This is an optimization exercise on Yosys and OpenROAD, whose aim is small area and a short achievable clock period, not a production implementation. Only simulation tests tie the RTL to the original design; equivalence was not proved.

==> xenon: inputs <==
// CPU
module CPU(
  input         clock,
  input         reset,
  output [31:0] io_instruction_address,
  input  [31:0] io_instruction,
  input         io_instruction_valid,
  input  [31:0] io_interrupt_flag,
  output [31:0] io_memory_bundle_address,
  output [31:0] io_memory_bundle_write_data,
  output        io_memory_bundle_write_enable,
  output        io_memory_bundle_write_strobe_0,
  output        io_memory_bundle_write_strobe_1,
  output        io_memory_bundle_write_strobe_2,
  output        io_memory_bundle_write_strobe_3,
  input  [31:0] io_memory_bundle_read_data,
  output [2:0]  io_deviceSelect,
  input  [4:0]  io_regs_debug_read_address,
  output [31:0] io_regs_debug_read_data,
  input  [11:0] io_csr_regs_debug_read_address,
  output [31:0] io_csr_regs_debug_read_data
);
clock: 16.0 ns
lec_check: 0
cap_margin: 20
core_margin: 2
core_utilization: 40
place_density: 0.5
slew_margin: 20
standard.sh (not shown) runs the stock make flow with config.mk's settings and CLKGATE_MAP_FILE= SYNTH_SCRIPT=/design/flow/synth_recipe.tcl, a recipe that flattens the netlist after the stock synthesis.
==> flow/flow/run.sh <==
#!/bin/bash
# The standard layout (the standard.sh: standard synthesis, floorplan, place,
# CTS, routing) with three repair settings changed:
#  - port buffers are buf_4 cells instead of the clkdlybuf4s50_1 delay cells
#    that buffer_ports picks by default (every port still gets its own buffer);
#  - MATCH_CELL_FOOTPRINT 0, so repair_timing may resize a cell to any cell of
#    the same function, not only to cells of the same footprint.
set -euo pipefail
bash standard.sh \
  SETUP_SLACK_MARGIN=7 \
  MATCH_CELL_FOOTPRINT=0 \
  "BUFFER_PORTS_ARGS=-buffer_cell sky130_fd_sc_hd__buf_4" \
  finish > standard.log 2>&1
==> inputs of nickel, as changes to xenon <==
--- a/flow/design.v
+++ b/flow/design.v
@@ -49,72 +49,53 @@
   assign io_regs_debug_read_data = (io_regs_debug_read_address == 5'd0) ? 32'h0 : regs[io_regs_debug_read_address];
   wire [31:0] immI = {{20{ins[31]}}, ins[31:20]};
   wire [31:0] immU = {ins[31:12], 12'h0};
   wire [31:0] immB = {{20{ins[31]}}, ins[7], ins[30:25], ins[11:8], 1'b0};
   wire [31:0] immJ = {{12{ins[31]}}, ins[19:12], ins[20], ins[30:21], 1'b0};
   wire [4:0]  immLo = (ins[5] & ~ins[6]) ? ins[11:7] : ins[24:20];
   wire [31:0] immA = {{20{ins[31]}}, ins[31:25], immLo};
-  reg [31:0] ksG, ksP, ksGn, ksPn;
-  integer kl, ki;
-  always @* begin
-    ksG = rv1 & immA; ksP = rv1 | immA;
-    for (kl = 0; kl < 5; kl = kl + 1) begin
-      ksGn = ksG; ksPn = ksP;
-      for (ki = 0; ki < 32; ki = ki + 1)
-        if (ki >= (1 << kl)) begin
-          ksGn[ki] = ksG[ki] | (ksP[ki] & ksG[ki - (1 << kl)]);
-          ksPn[ki] = ksP[ki] & ksP[ki - (1 << kl)];
-        end
-      ksG = ksGn; ksP = ksPn;
-    end
-  end
-  wire [31:0] addr = (rv1 ^ {ksG[30:0], 1'b0}) ^ immA;
+  wire [31:0] addr = rv1 + immA;
   assign io_memory_bundle_address = {3'h0, addr[28:0]};
   assign io_deviceSelect = addr[31:29];
   wire [31:0] pcImm = isJal ? immJ : (isBranch ? immB : immU);
   wire [31:0] pcRel = pc + pcImm;
   wire [31:0] pc4   = pc + 32'h4;
   wire [31:0] op2   = isOp ? rv2 : immI;
-  wire        inv   = f3[1] | (isOp & ins[30]);
-  wire [32:0] sum   = {1'b0, rv1} + {1'b0, op2 ^ {32{inv}}} + {32'h0, inv};
-  wire        ltu   = ~sum[32];
-  wire        lts   = (rv1[31] ^ op2[31]) ? rv1[31] : sum[31];
+  wire        sub   = isOp & ins[30] & (f3 == 3'h0);
+  wire [31:0] sum   = rv1 + (sub ? ~op2 : op2) + {31'h0, sub};
+  wire [32:0] diff  = {1'b0, rv1} - {1'b0, (isOpImm ? immI : rv2)};
+  wire        ltu   = diff[32];
+  wire        lts   = (rv1[31] ^ op2c[31]) ? rv1[31] : diff[32];
+  wire [31:0] op2c  = isOpImm ? immI : rv2;
   wire        eq    = rv1 == rv2;
-  wire        bltu  = rv1 < rv2;
-  wire        blts  = (rv1[31] ^ rv2[31]) ? rv1[31] : bltu;
   wire [4:0]  shamt = op2[4:0];
-  reg  [31:0] rv1r;
-  integer k;
-  always @* for (k = 0; k < 32; k = k + 1) rv1r[k] = rv1[31-k];
-  wire [31:0] shin  = f3[2] ? rv1 : rv1r;
-  wire [31:0] sr    = $signed({f3[2] & ins[30] & rv1[31], shin}) >>> shamt;
-  reg  [31:0] srr;
-  always @* for (k = 0; k < 32; k = k + 1) srr[k] = sr[31-k];
+  wire [31:0] sll   = rv1 << shamt;
+  wire [31:0] sr    = $signed({ins[30] & rv1[31], rv1}) >>> shamt;
   reg  [31:0] alu;
   always @* begin
     case (f3)
-      3'h0: alu = sum[31:0];
-      3'h1: alu = srr;
+      3'h0: alu = sum;
+      3'h1: alu = sll;
       3'h2: alu = {31'h0, lts};
       3'h3: alu = {31'h0, ltu};
       3'h4: alu = rv1 ^ op2;
       3'h5: alu = sr;
       3'h6: alu = rv1 | op2;
       default: alu = rv1 & op2;
     endcase
   end
   reg brCond;
   always @* begin
     case (f3)
       3'h0: brCond = eq;
       3'h1: brCond = ~eq;
-      3'h4: brCond = blts;
-      3'h5: brCond = ~blts;
-      3'h6: brCond = bltu;
-      3'h7: brCond = ~bltu;
+      3'h4: brCond = lts;
+      3'h5: brCond = ~lts;
+      3'h6: brCond = ltu;
+      3'h7: brCond = ~ltu;
       default: brCond = 1'b0;
     endcase
   end
   wire        jump  = (isBranch & brCond) | isJal | isJalr;
   wire [31:0] jaddr = isJalr ? {addr[31:1], 1'b0} : pcRel;
   wire [31:0] rdat = io_memory_bundle_read_data;
   wire [7:0]  lbyte = addr[1] ? (addr[0] ? rdat[31:24] : rdat[23:16])
@@ -136,18 +117,18 @@
     f3[1] ? rv2[31:24] : (f3[0] ? rv2[15:8] : rv2[7:0]),
     f3[1] ? rv2[23:16] : rv2[7:0],
     (f3[1] | f3[0]) ? rv2[15:8] : rv2[7:0],
     rv2[7:0]};
   wire stB = f3 == 3'h0;
   wire stH = f3 == 3'h1;
   wire stW = f3 == 3'h2;
-  assign io_memory_bundle_write_strobe_0 = v & isStore & (stW | (stH & ~addr[1]) | (stB & ~addr[1] & ~addr[0]));
-  assign io_memory_bundle_write_strobe_1 = v & isStore & (stW | (stH & ~addr[1]) | (stB & ~addr[1] &  addr[0]));
-  assign io_memory_bundle_write_strobe_2 = v & isStore & (stW | (stH &  addr[1]) | (stB &  addr[1] & ~addr[0]));
-  assign io_memory_bundle_write_strobe_3 = v & isStore & (stW | (stH &  addr[1]) | (stB &  addr[1] &  addr[0]));
+  assign io_memory_bundle_write_strobe_0 = isStore & (stW | (stH & ~addr[1]) | (stB & ~addr[1] & ~addr[0]));
+  assign io_memory_bundle_write_strobe_1 = isStore & (stW | (stH & ~addr[1]) | (stB & ~addr[1] &  addr[0]));
+  assign io_memory_bundle_write_strobe_2 = isStore & (stW | (stH &  addr[1]) | (stB &  addr[1] & ~addr[0]));
+  assign io_memory_bundle_write_strobe_3 = isStore & (stW | (stH &  addr[1]) | (stB &  addr[1] &  addr[0]));
   wire [11:0] caddr = ins[31:20];
   wire [11:0] daddr = io_csr_regs_debug_read_address;
   reg  [31:0] crd, cdbg;
   always @* begin
     case (caddr)
       12'h300: crd = mstatus;
       12'h304: crd = mie;
@@ -194,44 +175,42 @@
     if (isLoad)               wd = ldata;
     else if (isCsr)           wd = crd;
     else if (isJal | isJalr)  wd = pc4;
     else if (isLui)           wd = immU;
     else if (isAuipc)         wd = pcRel;
     else                      wd = alu;
   end
-  wire [31:0] wdr = reset ? 32'h0 : wd;
   integer i;
   always @(posedge clock) begin
     for (i = 1; i < 32; i = i + 1)
-      if (reset | (rwe && rd == i)) regs[i] <= wdr;
-  end
-  wire [31:0] pcNext = (trap | mret) ? ((mret & ~trap) ? mepc : mtvec) : (jump ? jaddr : pc4);
-  always @(posedge clock)
-    if (reset | v) pc <= reset ? 32'h1000 : pcNext;
-  wire [31:0] cwdr = reset ? 32'h0 : cwd;
-  wire csrW300 = cwe & (caddr == 12'h300);
-  wire csrW304 = cwe & (caddr == 12'h304);
-  wire csrW305 = cwe & (caddr == 12'h305);
-  wire csrW340 = cwe & (caddr == 12'h340);
-  wire csrW341 = cwe & (caddr == 12'h341);
-  wire csrW342 = cwe & (caddr == 12'h342);
-  wire csrWb00 = cwe & (caddr == 12'hb00);
-  wire csrWb80 = cwe & (caddr == 12'hb80);
+      if (reset) regs[i] <= 32'h0;
+      else if (rwe && rd == i) regs[i] <= wd;
+  end
+  always @(posedge clock) begin
+    if (reset) pc <= 32'h1000;
+    else if (v) begin
+      if (trap | mret) pc <= mret & ~trap ? mepc : mtvec;
+      else if (jump) pc <= jaddr;
+      else pc <= pc4;
+    end
+  end
   wire [63:0] cyc1 = cycles + 64'h1;
   always @(posedge clock) begin
-    if (reset | dwe | csrW300)
-      mstatus <= reset ? 32'h0 : dwe ? (trap ? mstatusTrap : mstatusMret) : cwd;
-    if (reset | csrW304) mie <= cwdr;
-    if (reset | csrW305) mtvec <= cwdr;
-    if (reset | csrW340) mscratch <= cwdr;
-    if (reset | trap | (~dwe & csrW341))
-      mepc <= reset ? 32'h0 : trap ? nextSeq : cwd;
-    if (reset | trap | (~dwe & csrW342))
-      mcause <= reset ? 32'h0 : trap ? mcauseTrap : cwd;
-    if (reset) cycles <= 64'h0;
-    else begin
-      cycles[31:0]  <= csrWb00 ? cwd : cyc1[31:0];
-      cycles[63:32] <= csrWb80 ? cwd : cyc1[63:32];
+    if (reset) begin
+      mstatus <= 32'h0; mie <= 32'h0; mtvec <= 32'h0; mscratch <= 32'h0;
+      mepc <= 32'h0; mcause <= 32'h0; cycles <= 64'h0;
+    end else begin
+      if (dwe) mstatus <= trap ? mstatusTrap : mstatusMret;
+      else if (cwe && caddr == 12'h300) mstatus <= cwd;
+      if (cwe && caddr == 12'h304) mie <= cwd;
+      if (cwe && caddr == 12'h305) mtvec <= cwd;
+      if (cwe && caddr == 12'h340) mscratch <= cwd;
+      if (trap) mepc <= nextSeq;
+      else if (!dwe && cwe && caddr == 12'h341) mepc <= cwd;
+      if (trap) mcause <= mcauseTrap;
+      else if (!dwe && cwe && caddr == 12'h342) mcause <= cwd;
+      cycles[31:0]  <= (cwe && caddr == 12'hb00) ? cwd : cyc1[31:0];
+      cycles[63:32] <= (cwe && caddr == 12'hb80) ? cwd : cyc1[63:32];
     end
   end
   assign io_instruction_address = pc;
 endmodule
==> flow/run.sh (new file) <==
#!/bin/bash
# synth_recipe.tcl (not shown) runs the flow's synth.tcl, then flattens the netlist and writes it again
# the make line also repeats each setting of config.mk as NAME=value (left out here)
make -C /OpenROAD-flow-scripts/flow DESIGN_CONFIG=/design/flow/config.mk WORK_HOME=/design/flow/orfs CLKGATE_MAP_FILE= SYNTH_SCRIPT=/design/flow/synth_recipe.tcl finish
==> flow/config.mk (replaced) <==
export PLATFORM = sky130hd
export DESIGN_NAME = CPU
export DESIGN_NICKNAME = CPU
export VERILOG_FILES = /design/flow/design.v
export SDC_FILE = /design/flow/constraint.sdc
export NUM_CORES = 4
export LEC_CHECK = 0
export CAP_MARGIN = 20
export CORE_MARGIN = 2
export CORE_UTILIZATION = 20
export PLACE_DENSITY = 0.26
export SETUP_SLACK_MARGIN = 0.2
export SLEW_MARGIN = 20
removed: flow/flow/run.sh
removed: flow/standard.sh
==> metrics.md <==
| Metric | Value |
|---|---|
| Stop stage | `global routing (5_1_grt)` |
| Dominant cells by area after synthesis | `edfxtp_1, a22oi_1, a21oi_1` |
| Status | `stopped before the end` |
| Overall routing resource usage | `about 60%` |
| Run Error | `[ERROR GRT-0232] Routing congestion too high. Check the congestion heatmap in the GUI.` |
| Synth Area in Adders | `~2.7%` |
Source of the figures above: xenon

==> metrics.md <==
| Metric | Value |
|---|---|
| Synth Area in Adders | `under 10%` |
| Overall routing resource usage | `between 30% and 40%` |
| Status | `complete, no violations` |
| Dominant cells by area after synthesis | `dfxtp_1, nand3_1, a211oi_1` |
Source of the figures above: nickel

-- static timing again, ports no longer ideal --
How much do the figures lean on ideal ports? The routed layout below was timed once more, with nothing changed but the port constraints. Step 1 sets driving cells, clkbuf_16 on the clock port and buf_2 on the other inputs (assumed; they add their load-dependent delay and slew). Step 2 also shifts input and output timing later by t, the mid clock arrival at the registers, as if the neighbouring blocks saw the same clock. Slacks: no drivers / after step 1 / after step 2; pairs: no drivers / after step 1.
run: nickel
shift t [ns]: 1.046
slack for setup (ns): 1.403 / 1.373 / 1.373
hold slack, ns: 0.466 / 0.466 / 0.466
worst setup path after step 2: input to output
latest minus earliest clock arrival (ns): 0.141 / 0.141
After both steps nickel still meets setup and hold. For nickel, drivers alone change the setup slack by -0.030 ns; drivers and shift together by -0.030 ns.
